Source: an optimization exercise on an open RTL-to-GDS flow (aim: small area and a short achievable clock period). Production flows keep margins and buffers that such runs may drop.
At most, simulation tests tie the RTL to the original design; equivalence was not proved.
Power and IR drop assume default switching activity.

==> flow/design.v <==
module smp8 (input clk, reset,
output reg [3:0] pc,
input [7:0] instr,
output reg [7:0] AC);
wire [3:0] op = instr[7:4];
wire [3:0] a  = instr[3:0];
reg [7:0] R;
reg       Z;
reg [7:0] RAM [15:0];
wire [15:0] opd = 16'h1 << op;
wire [3:0] lo = 4'h1 << a[1:0];
wire [3:0] hi = 4'h1 << a[3:2];
wire [3:0] hi_ld = hi & {4{opd[1]}};
wire [3:0] hi_st = hi & {4{opd[2]}};
genvar w;
generate for (w = 0; w < 16; w = w + 1) begin : mem_w
  always @(posedge clk)
    if (hi_st[w/4] & lo[w%4]) RAM[w] <= AC;
end endgenerate
reg [7:0] memld;
integer k;
always @(*) begin
  memld = 8'h00;
  for (k = 0; k < 16; k = k + 1)
    memld = memld | (RAM[k] & {8{hi_ld[k/4] & lo[k%4]}});
end
function [7:0] addp(input [7:0] x, input [7:0] z, input cin);
  reg [7:0] g, p, G, P;
  reg [8:0] c;
  integer i;
  begin
    g = x & z; p = x ^ z;
    G = g; P = p;
    G[0] = g[0] | (p[0] & cin);
    G[1] = G[1] | (P[1] & G[0]);  P[1] = P[1] & P[0];
    G[3] = G[3] | (P[3] & G[2]);  P[3] = P[3] & P[2];
    G[5] = G[5] | (P[5] & G[4]);  P[5] = P[5] & P[4];
    G[2] = G[2] | (P[2] & G[1]);
    G[3] = G[3] | (P[3] & G[1]);
    G[6] = G[6] | (P[6] & G[5]);  P[6] = P[6] & P[5];
    G[7] = G[7] | (P[7] & G[5]);  P[7] = P[7] & P[5];
    G[4] = G[4] | (P[4] & G[3]);
    G[5] = G[5] | (P[5] & G[3]);
    G[6] = G[6] | (P[6] & G[3]);
    c = {G[6:0], cin};
    addp = p ^ c[7:0];
  end
endfunction
wire sub = opd[9];
wire inc = opd[10];
wire [7:0] sum = addp(AC, (R ^ {8{sub}}) & {8{~inc}}, sub | inc);
wire [7:0] acnext = memld
  | (R   & {8{opd[4]}})
  | (sum & {8{opd[8] | opd[9] | opd[10]}})
  | ((AC & R) & {8{opd[12]}})
  | ((AC | R) & {8{opd[13]}})
  | ((AC ^ R) & {8{opd[14]}})
  | (~AC & {8{opd[15]}})
  | (AC  & {8{opd[0] | opd[2] | opd[3] | opd[5] | opd[6] | opd[7]}});
wire [7:0] p = AC ^ R;
wire [7:0] g = AC | R;
wire z_and = ~|(AC & R);
wire z_ac0 = ~|AC;
wire z_acff = &AC;
wire z_eq  = ~|p;
wire z_or  = ~|g;
wire z_sum = ~p[0] & &(p[7:1] ~^ g[6:0]);    
wire znext = (z_ac0 & opd[3])
  | (z_sum & (opd[4] | opd[5] | opd[6] | opd[7] | opd[8]))
  | (z_eq & (opd[9] | opd[14]))
  | (z_acff & (opd[10] | opd[15]))
  | opd[11]
  | (z_or & opd[13])
  | (z_and & (opd[0] | opd[1] | opd[2] | opd[12]));
wire jump = opd[5] | (opd[6] & Z) | (opd[7] & ~Z);
always @(posedge clk, posedge reset)
  if (reset) begin
    pc <= 4'h0;
    AC <= 8'h00;
    R  <= 8'h00;
    Z  <= 1'b0;
  end else begin
    pc <= jump ? a : pc + 4'h1;
    AC <= acnext;
    if (opd[3]) R <= AC;
    Z  <= znext;
  end
endmodule
==> flow/config.mk <==
export PLATFORM = sky130hd
export DESIGN_NAME = smp8
export DESIGN_NICKNAME = smp8
export VERILOG_FILES = /design/flow/design.v
export SDC_FILE = /design/flow/constraint.sdc
export NUM_CORES = 4
export LEC_CHECK = 0
export ABC_AREA = 1
export CAP_MARGIN = 20
export CORE_MARGIN = 2
export CORE_UTILIZATION = 40
export CTS_BUF_LIST = sky130_fd_sc_hd__clkbuf_8
export SETUP_SLACK_MARGIN = 1.75
export SLEW_MARGIN = 20
==> flow/constraint.sdc <==
create_clock -name core_clock -period 3.7 [get_ports {clk}]
set_input_delay 0.7400 -clock core_clock [delete_from_list [all_inputs] [get_ports {clk}]]
set_output_delay 0.7400 -clock core_clock [all_outputs]
set_load 0.01 [all_outputs]
standard.sh (not shown) runs the stock make flow with config.mk's settings and CLKGATE_MAP_FILE= SYNTH_SCRIPT=/design/flow/synth_recipe.tcl, a recipe that flattens the netlist after the stock synthesis.
==> flow/flow/run.sh <==
#!/bin/bash
# Standard ORFS layout with two changes:
#  - Yosys's full-adder extraction is off, so ABC maps the adders itself;
#  - the port buffers that buffer_ports inserts are plain buf_4 cells
#    instead of the delay cells it otherwise picks.
export ADDER_MAP_FILE=
export BUFFER_PORTS_ARGS="-buffer_cell sky130_fd_sc_hd__buf_4"
bash standard.sh > standard.log 2>&1
The first run passed the timing, DRC and antenna checks.
Edit:
--- a/flow/design.v
+++ b/flow/design.v
@@ -16,15 +16,9 @@
 generate for (w = 0; w < 16; w = w + 1) begin : mem_w
   always @(posedge clk)
     if (hi_st[w/4] & lo[w%4]) RAM[w] <= AC;
 end endgenerate
-reg [7:0] memld;
-integer k;
-always @(*) begin
-  memld = 8'h00;
-  for (k = 0; k < 16; k = k + 1)
-    memld = memld | (RAM[k] & {8{hi_ld[k/4] & lo[k%4]}});
-end
+wire [7:0] memld = RAM[a] & {8{opd[1]}};
 function [7:0] addp(input [7:0] x, input [7:0] z, input cin);
   reg [7:0] g, p, G, P;
   reg [8:0] c;
   integer i;
@@ -48,16 +42,22 @@
 endfunction
 wire sub = opd[9];
 wire inc = opd[10];
 wire [7:0] sum = addp(AC, (R ^ {8{sub}}) & {8{~inc}}, sub | inc);
-wire [7:0] acnext = memld
-  | (R   & {8{opd[4]}})
-  | (sum & {8{opd[8] | opd[9] | opd[10]}})
-  | ((AC & R) & {8{opd[12]}})
-  | ((AC | R) & {8{opd[13]}})
-  | ((AC ^ R) & {8{opd[14]}})
-  | (~AC & {8{opd[15]}})
-  | (AC  & {8{opd[0] | opd[2] | opd[3] | opd[5] | opd[6] | opd[7]}});
+reg [3:0] tt;
+always @(*)
+  case (op)
+    4'h0, 4'h2, 4'h3, 4'h5, 4'h6, 4'h7: tt = 4'b1100;   
+    4'h4: tt = 4'b1010;   
+    4'hC: tt = 4'b1000;   
+    4'hD: tt = 4'b1110;   
+    4'hE: tt = 4'b0110;   
+    4'hF: tt = 4'b0011;   
+    default: tt = 4'b0000;   
+  endcase
+wire [7:0] lut = ({8{tt[3]}} &  AC &  R) | ({8{tt[2]}} &  AC & ~R)
+               | ({8{tt[1]}} & ~AC &  R) | ({8{tt[0]}} & ~AC & ~R);
+wire [7:0] acnext = memld | (sum & {8{opd[8] | opd[9] | opd[10]}}) | lut;
 wire [7:0] p = AC ^ R;
 wire [7:0] g = AC | R;
 wire z_and = ~|(AC & R);
 wire z_ac0 = ~|AC;
After rerunning: Die area came out higher by 0.85%. Total power went up by 11%. Worst setup slack improved by 0.0085 ns. Cell count grows by 2.6%. Wire length went down by 5.5%. Critical path depth drops by 1. Area after synthesis rose by 0.88%. Utilization shrinks by 0.27 points. Global-route usage went down by 1.6 points. Clock power grows by about 10%. Hold slack stays flat. Via count went up by about 1.2%.
For the second run of this note, only the layout was checked, not whether the RTL still works.

// smp8: RTL as listed in full above, without the edits since
==> flow/config.mk <==
export PLATFORM = sky130hd
export DESIGN_NAME = smp8
export DESIGN_NICKNAME = smp8
export VERILOG_FILES = /design/flow/design.v
export SDC_FILE = /design/flow/constraint.sdc
export NUM_CORES = 4
export LEC_CHECK = 0
export ABC_AREA = 1
export CAP_MARGIN = 20
export CORE_MARGIN = 2
export CORE_UTILIZATION = 40
export CTS_BUF_LIST = sky130_fd_sc_hd__clkbuf_8
export SETUP_SLACK_MARGIN = 1.75
export SLEW_MARGIN = 20
==> flow/constraint.sdc <==
create_clock -name core_clock -period 3.7 [get_ports {clk}]
set_input_delay 0.7400 -clock core_clock [delete_from_list [all_inputs] [get_ports {clk}]]
set_output_delay 0.7400 -clock core_clock [all_outputs]
set_load 0.01 [all_outputs]
==> flow/flow/run.sh <==
#!/bin/bash
# Standard ORFS layout with two changes:
#  - Yosys's full-adder extraction is off, so ABC maps the adders itself;
#  - the port buffers that buffer_ports inserts are plain buf_2 cells
#    instead of the delay cells it otherwise picks.
export ADDER_MAP_FILE=
export BUFFER_PORTS_ARGS="-buffer_cell sky130_fd_sc_hd__buf_2"
bash standard.sh > standard.log 2>&1
==> next run, changes <==
--- a/flow/design.v
+++ b/flow/design.v
@@ -17,13 +17,7 @@
   always @(posedge clk)
     if (hi_st[w/4] & lo[w%4]) RAM[w] <= AC;
 end endgenerate
-reg [7:0] memld;
-integer k;
-always @(*) begin
-  memld = 8'h00;
-  for (k = 0; k < 16; k = k + 1)
-    memld = memld | (RAM[k] & {8{hi_ld[k/4] & lo[k%4]}});
-end
+wire [7:0] memld = RAM[a] & {8{opd[1]}};
 function [7:0] addp(input [7:0] x, input [7:0] z, input cin);
   reg [7:0] g, p, G, P;
   reg [8:0] c;
=> Area after synthesis came out higher by 1.1%; design area came out lower by 2.6%; power came out lower by 5.9%; wire length came out lower by 7.3%; critical path depth came out higher by 1; hold slack stays flat; maximum frequency came out lower by 5.2%; setup slack loses 110 ps; die area came out higher by 1.1%; global-route usage came out lower by 1.6 points; clock power came out lower by about 3%; combinational power came out lower by 13%; clock skew came out higher by 6.7 ps.
Only the layout flow was run in the second run of this note; the RTL was not checked for function there.

Another version of the RTL of smp8 (not shown whole).
Size: roughly 710 cells after synthesis, about 150 flip-flops, about 7100 um2 of cells after synthesis.
==> module smp8, before the edit <==
module smp8 (input clk, reset,
output reg [3:0] pc,
input [7:0] instr,
output reg [7:0] AC);
wire [3:0] op = instr[7:4];
wire [3:0] a  = instr[3:0];
reg [7:0] R;
reg       Z;
reg [7:0] RAM [15:0];
wire [15:0] opd = 16'h1 << op;
wire [3:0] lo = 4'h1 << a[1:0];
wire [3:0] hi = 4'h1 << a[3:2];
wire [3:0] hi_ld = hi & {4{opd[1]}};
wire [3:0] hi_st = hi & {4{opd[2]}};
genvar w;
generate for (w = 0; w < 16; w = w + 1) begin : mem_w
  always @(posedge clk)
    if (hi_st[w/4] & lo[w%4]) RAM[w] <= AC;
end endgenerate
reg [7:0] memld;
integer k;
always @(*) begin
  memld = 8'h00;
  for (k = 0; k < 16; k = k + 1)
    memld = memld | (RAM[k] & {8{hi_ld[k/4] & lo[k%4]}});
end
function [7:0] addp(input [7:0] x, input [7:0] z, input cin);
  reg [7:0] g, p, G, P;
  reg [8:0] c;
  integer i;
  begin
    g = x & z; p = x ^ z;
    G = g; P = p;
    G[0] = g[0] | (p[0] & cin);
    G[1] = G[1] | (P[1] & G[0]);  P[1] = P[1] & P[0];
    G[3] = G[3] | (P[3] & G[2]);  P[3] = P[3] & P[2];
    G[5] = G[5] | (P[5] & G[4]);  P[5] = P[5] & P[4];
    G[2] = G[2] | (P[2] & G[1]);
    G[3] = G[3] | (P[3] & G[1]);
    G[6] = G[6] | (P[6] & G[5]);  P[6] = P[6] & P[5];
    G[7] = G[7] | (P[7] & G[5]);  P[7] = P[7] & P[5];
    G[4] = G[4] | (P[4] & G[3]);
    G[5] = G[5] | (P[5] & G[3]);
    G[6] = G[6] | (P[6] & G[3]);
    c = {G[6:0], cin};
    addp = p ^ c[7:0];
  end
endfunction
wire sub = opd[9];
wire [7:0] sum = addp(AC, R ^ {8{sub}}, sub);
wire [7:0] inc = AC + 8'd1;
wire [7:0] acnext = memld
  | (R   & {8{opd[4]}})
  | (sum & {8{opd[8] | opd[9]}})
  | (inc & {8{opd[10]}})
  | ((AC & R) & {8{opd[12]}})
  | ((AC | R) & {8{opd[13]}})
  | ((AC ^ R) & {8{opd[14]}})
  | (~AC & {8{opd[15]}})
  | (AC  & {8{opd[0] | opd[2] | opd[3] | opd[5] | opd[6] | opd[7]}});
wire [7:0] p = AC ^ R;
wire [7:0] g = AC | R;
wire z_and = ~|(AC & R);
wire z_ac0 = ~|AC;
wire z_acff = &AC;
wire z_eq  = ~|p;
wire z_or  = ~|g;
wire z_sum = ~p[0] & &(p[7:1] ~^ g[6:0]);    
wire znext = (z_ac0 & opd[3])
  | (z_sum & (opd[4] | opd[5] | opd[6] | opd[7] | opd[8]))
  | (z_eq & (opd[9] | opd[14]))
  | (z_acff & (opd[10] | opd[15]))
  | opd[11]
  | (z_or & opd[13])
  | (z_and & (opd[0] | opd[1] | opd[2] | opd[12]));
wire jump = opd[5] | (opd[6] & Z) | (opd[7] & ~Z);
always @(posedge clk, posedge reset)
  if (reset) begin
    pc <= 4'h0;
    AC <= 8'h00;
    R  <= 8'h00;
    Z  <= 1'b0;
  end else begin
    pc <= jump ? a : pc + 4'h1;
    AC <= acnext;
    if (opd[3]) R <= AC;
    Z  <= znext;
  end
endmodule
==> flow/config.mk <==
export PLATFORM = sky130hd
export DESIGN_NAME = smp8
export DESIGN_NICKNAME = smp8
export VERILOG_FILES = /design/flow/design.v
export SDC_FILE = /design/flow/constraint.sdc
export NUM_CORES = 4
export LEC_CHECK = 0
export ABC_AREA = 1
export CAP_MARGIN = 20
export CORE_MARGIN = 2
export CORE_UTILIZATION = 40
export CTS_BUF_LIST = sky130_fd_sc_hd__clkbuf_8
export SETUP_SLACK_MARGIN = 1.75
export SLEW_MARGIN = 20
==> flow/constraint.sdc <==
create_clock -name core_clock -period 3.7 [get_ports {clk}]
set_input_delay 0.7400 -clock core_clock [delete_from_list [all_inputs] [get_ports {clk}]]
set_output_delay 0.7400 -clock core_clock [all_outputs]
set_load 0.01 [all_outputs]
==> flow/flow/run.sh <==
#!/bin/bash
# Standard ORFS layout with two changes:
#  - Yosys's full-adder extraction is off, so ABC maps the adders itself;
#  - the port buffers that buffer_ports inserts are plain buf_4 cells
#    instead of the delay cells it otherwise picks.
export ADDER_MAP_FILE=
export BUFFER_PORTS_ARGS="-buffer_cell sky130_fd_sc_hd__buf_4"
bash standard.sh > standard.log 2>&1
Next try:
--- a/flow/design.v
+++ b/flow/design.v
@@ -44,16 +44,17 @@
     G[6] = G[6] | (P[6] & G[3]);
     c = {G[6:0], cin};
     addp = p ^ c[7:0];
   end
 endfunction
-wire sub = opd[9];
-wire [7:0] sum = addp(AC, R ^ {8{sub}}, sub);
+wire [7:0] sum = addp(AC, R, 1'b0);
+wire [7:0] dif = addp(AC, ~R, 1'b1);
 wire [7:0] inc = AC + 8'd1;
 wire [7:0] acnext = memld
   | (R   & {8{opd[4]}})
-  | (sum & {8{opd[8] | opd[9]}})
+  | (sum & {8{opd[8]}})
+  | (dif & {8{opd[9]}})
   | (inc & {8{opd[10]}})
   | ((AC & R) & {8{opd[12]}})
   | ((AC | R) & {8{opd[13]}})
   | ((AC ^ R) & {8{opd[14]}})
   | (~AC & {8{opd[15]}})
Result:
- routed wire length grows by 5.2%
- power went up by 8.3%
- flip-flop and latch count stays the same
- area after synthesis is higher by 2.5%
- hold slack got worse by 0.29 ns
- global-route usage barely changes
- design area goes down by 0.81%
- synthesized cell count goes up by 13%
Function not checked in the first run of this note: the RTL went through the layout flow alone.

RTL: one of the versions met above, not the one the previous note started from.
Size in the first run: ~800 cells after synthesis, about 150 flip-flops, ~22 I/O pins, about 0.0072 mm^2 of cells after synthesis.
==> module smp8, before the edit <==
module smp8 (input clk, reset,
output reg [3:0] pc,
input [7:0] instr,
output reg [7:0] AC);
wire [3:0] op = instr[7:4];
wire [3:0] a  = instr[3:0];
reg [7:0] R;
reg       Z;
reg [7:0] RAM [15:0];
wire [15:0] opd = 16'h1 << op;
wire [3:0] lo = 4'h1 << a[1:0];
wire [3:0] hi = 4'h1 << a[3:2];
wire [3:0] hi_ld = hi & {4{opd[1]}};
wire [3:0] hi_st = hi & {4{opd[2]}};
genvar w;
generate for (w = 0; w < 16; w = w + 1) begin : mem_w
  always @(posedge clk)
    if (hi_st[w/4] & lo[w%4]) RAM[w] <= AC;
end endgenerate
reg [7:0] memld;
integer k;
always @(*) begin
  memld = 8'h00;
  for (k = 0; k < 16; k = k + 1)
    memld = memld | (RAM[k] & {8{hi_ld[k/4] & lo[k%4]}});
end
function [7:0] addp(input [7:0] x, input [7:0] z, input cin);
  reg [7:0] g, p, G, P;
  reg [8:0] c;
  integer i;
  begin
    g = x & z; p = x ^ z;
    G = g; P = p;
    G[0] = g[0] | (p[0] & cin);
    G[1] = G[1] | (P[1] & G[0]);  P[1] = P[1] & P[0];
    G[3] = G[3] | (P[3] & G[2]);  P[3] = P[3] & P[2];
    G[5] = G[5] | (P[5] & G[4]);  P[5] = P[5] & P[4];
    G[2] = G[2] | (P[2] & G[1]);
    G[3] = G[3] | (P[3] & G[1]);
    G[6] = G[6] | (P[6] & G[5]);  P[6] = P[6] & P[5];
    G[7] = G[7] | (P[7] & G[5]);  P[7] = P[7] & P[5];
    G[4] = G[4] | (P[4] & G[3]);
    G[5] = G[5] | (P[5] & G[3]);
    G[6] = G[6] | (P[6] & G[3]);
    c = {G[6:0], cin};
    addp = p ^ c[7:0];
  end
endfunction
wire [7:0] sum = addp(AC, R, 1'b0);
wire [7:0] dif = addp(AC, ~R, 1'b1);
wire [7:0] inc = AC + 8'd1;
wire [7:0] acnext = memld
  | (R   & {8{opd[4]}})
  | (sum & {8{opd[8]}})
  | (dif & {8{opd[9]}})
  | (inc & {8{opd[10]}})
  | ((AC & R) & {8{opd[12]}})
  | ((AC | R) & {8{opd[13]}})
  | ((AC ^ R) & {8{opd[14]}})
  | (~AC & {8{opd[15]}})
  | (AC  & {8{opd[0] | opd[2] | opd[3] | opd[5] | opd[6] | opd[7]}});
wire [7:0] p = AC ^ R;
wire [7:0] g = AC | R;
wire z_and = ~|(AC & R);
wire z_ac0 = ~|AC;
wire z_acff = &AC;
wire z_eq  = ~|p;
wire z_or  = ~|g;
wire z_sum = ~p[0] & &(p[7:1] ~^ g[6:0]);    
wire znext = (z_ac0 & opd[3])
  | (z_sum & (opd[4] | opd[5] | opd[6] | opd[7] | opd[8]))
  | (z_eq & (opd[9] | opd[14]))
  | (z_acff & (opd[10] | opd[15]))
  | opd[11]
  | (z_or & opd[13])
  | (z_and & (opd[0] | opd[1] | opd[2] | opd[12]));
wire jump = opd[5] | (opd[6] & Z) | (opd[7] & ~Z);
always @(posedge clk, posedge reset)
  if (reset) begin
    pc <= 4'h0;
    AC <= 8'h00;
    R  <= 8'h00;
    Z  <= 1'b0;
  end else begin
    pc <= jump ? a : pc + 4'h1;
    AC <= acnext;
    if (opd[3]) R <= AC;
    Z  <= znext;
  end
endmodule
Settings: LEC_CHECK=0, ABC_AREA=1, CAP_MARGIN=20, CORE_MARGIN=2, CORE_UTILIZATION=40, CTS_BUF_LIST=sky130_fd_sc_hd__clkbuf_8, SETUP_SLACK_MARGIN=1.75, SLEW_MARGIN=20; clock period 3.7 ns.
==> flow/flow/run.sh <==
#!/bin/bash
# Standard ORFS layout with two changes:
#  - Yosys's full-adder extraction is off, so ABC maps the adders itself;
#  - the port buffers that buffer_ports inserts are plain buf_2 cells
#    instead of the delay cells it otherwise picks.
export ADDER_MAP_FILE=
export BUFFER_PORTS_ARGS="-buffer_cell sky130_fd_sc_hd__buf_2"
bash standard.sh > standard.log 2>&1
The first run finished with timing, DRC and antenna clean.
==> next run, changes <==
--- a/flow/design.v
+++ b/flow/design.v
@@ -17,13 +17,7 @@
   always @(posedge clk)
     if (hi_st[w/4] & lo[w%4]) RAM[w] <= AC;
 end endgenerate
-reg [7:0] memld;
-integer k;
-always @(*) begin
-  memld = 8'h00;
-  for (k = 0; k < 16; k = k + 1)
-    memld = memld | (RAM[k] & {8{hi_ld[k/4] & lo[k%4]}});
-end
+wire [7:0] memld = RAM[a] & {8{opd[1]}};
 function [7:0] addp(input [7:0] x, input [7:0] z, input cin);
   reg [7:0] g, p, G, P;
   reg [8:0] c;
@@ -46,19 +40,23 @@
     addp = p ^ c[7:0];
   end
 endfunction
-wire [7:0] sum = addp(AC, R, 1'b0);
-wire [7:0] dif = addp(AC, ~R, 1'b1);
-wire [7:0] inc = AC + 8'd1;
-wire [7:0] acnext = memld
-  | (R   & {8{opd[4]}})
-  | (sum & {8{opd[8]}})
-  | (dif & {8{opd[9]}})
-  | (inc & {8{opd[10]}})
-  | ((AC & R) & {8{opd[12]}})
-  | ((AC | R) & {8{opd[13]}})
-  | ((AC ^ R) & {8{opd[14]}})
-  | (~AC & {8{opd[15]}})
-  | (AC  & {8{opd[0] | opd[2] | opd[3] | opd[5] | opd[6] | opd[7]}});
+wire sub = opd[9];
+wire inc = opd[10];
+wire [7:0] sum = addp(AC, (R ^ {8{sub}}) & {8{~inc}}, sub | inc);
+reg [3:0] tt;
+always @(*)
+  case (op)
+    4'h0, 4'h2, 4'h3, 4'h5, 4'h6, 4'h7: tt = 4'b1100;   
+    4'h4: tt = 4'b1010;   
+    4'hC: tt = 4'b1000;   
+    4'hD: tt = 4'b1110;   
+    4'hE: tt = 4'b0110;   
+    4'hF: tt = 4'b0011;   
+    default: tt = 4'b0000;   
+  endcase
+wire [7:0] lut = ({8{tt[3]}} &  AC &  R) | ({8{tt[2]}} &  AC & ~R)
+               | ({8{tt[1]}} & ~AC &  R) | ({8{tt[0]}} & ~AC & ~R);
+wire [7:0] acnext = memld | (sum & {8{opd[8] | opd[9] | opd[10]}}) | lut;
 wire [7:0] p = AC ^ R;
 wire [7:0] g = AC | R;
 wire z_and = ~|(AC & R);
What happened: Sequential share of layout area rose by 2.0 points. Via count fell by 10%. Utilization rose by 1.3 points. Maximum frequency fell by 4.3%. Register-to-register slack is worse by 0.06 ns. Worst setup slack is worse by 0.087 ns. Wire length fell by 9.7%. Design area fell by 3.9%. Power rose by 3.6%. Count of clock-buffer cells in the layout stays the same. Synthesized area fell by 5.0%. Final cell count fell by 12%. Die area fell by 4.9%. Clock power fell by about 10%.
For the second run of this note, only the layout was checked, not whether the RTL still works.

[static timing again, ports no longer ideal]
The results above use ideal ports. As a check the final layouts listed here were re-extracted and re-timed, cells and wires unchanged.
Step 1 sets driving cells, clkbuf_16 on the clock port and buf_2 on the other inputs (assumed; they add their load-dependent delay and slew).
Step 2 adds t to the input delays and takes it off the output delays; t is the mean of the earliest and latest rising clock arrival at the registers after step 1. Input paths then give back, and output paths get back, about the clock's delay inside the block.
Three values: ideal ports, drivers, drivers and shift; two values: the first two.
run | shift t [ns] | slack for setup (ns) | latest minus earliest clock arrival (ns) | worst data-port slew with drivers (ns) | cell pins on the clock port's net
the first run of note 1 | 0.488 | 1.760 / 1.745 / 1.270 | 0.015 / 0.015 | 0.07 | 1
the second run of note 1 | 0.489 | 1.768 / 1.744 / 1.255 | 0.013 / 0.013 | 0.06 | 1
the first run of note 2 | 0.498 | 1.763 / 1.727 / 1.247 | 0.012 / 0.012 | 0.07 | 1
the second run of note 2 | 0.499 | 1.656 / 1.615 / 1.188 | 0.014 / 0.014 | 0.04 | 1
the first run of note 3 | 0.481 | 1.739 / 1.738 / 1.268 | 0.014 / 0.014 | 0.04 | 1
the second run of note 3 | 0.496 | 1.740 / 1.701 / 1.261 | 0.012 / 0.012 | 0.04 | 1
the first run of note 4 | 0.498 | 1.750 / 1.713 / 1.271 | 0.022 / 0.022 | 0.03 | 1
the second run of note 4 | 0.508 | 1.664 / 1.684 / 1.176 | 0.014 / 0.014 | 0.06 | 1
After both steps every run listed still meets setup and hold. For the first run of note 2, which loses most, drivers alone change the setup slack by -0.036 ns; drivers and shift together by -0.516 ns.
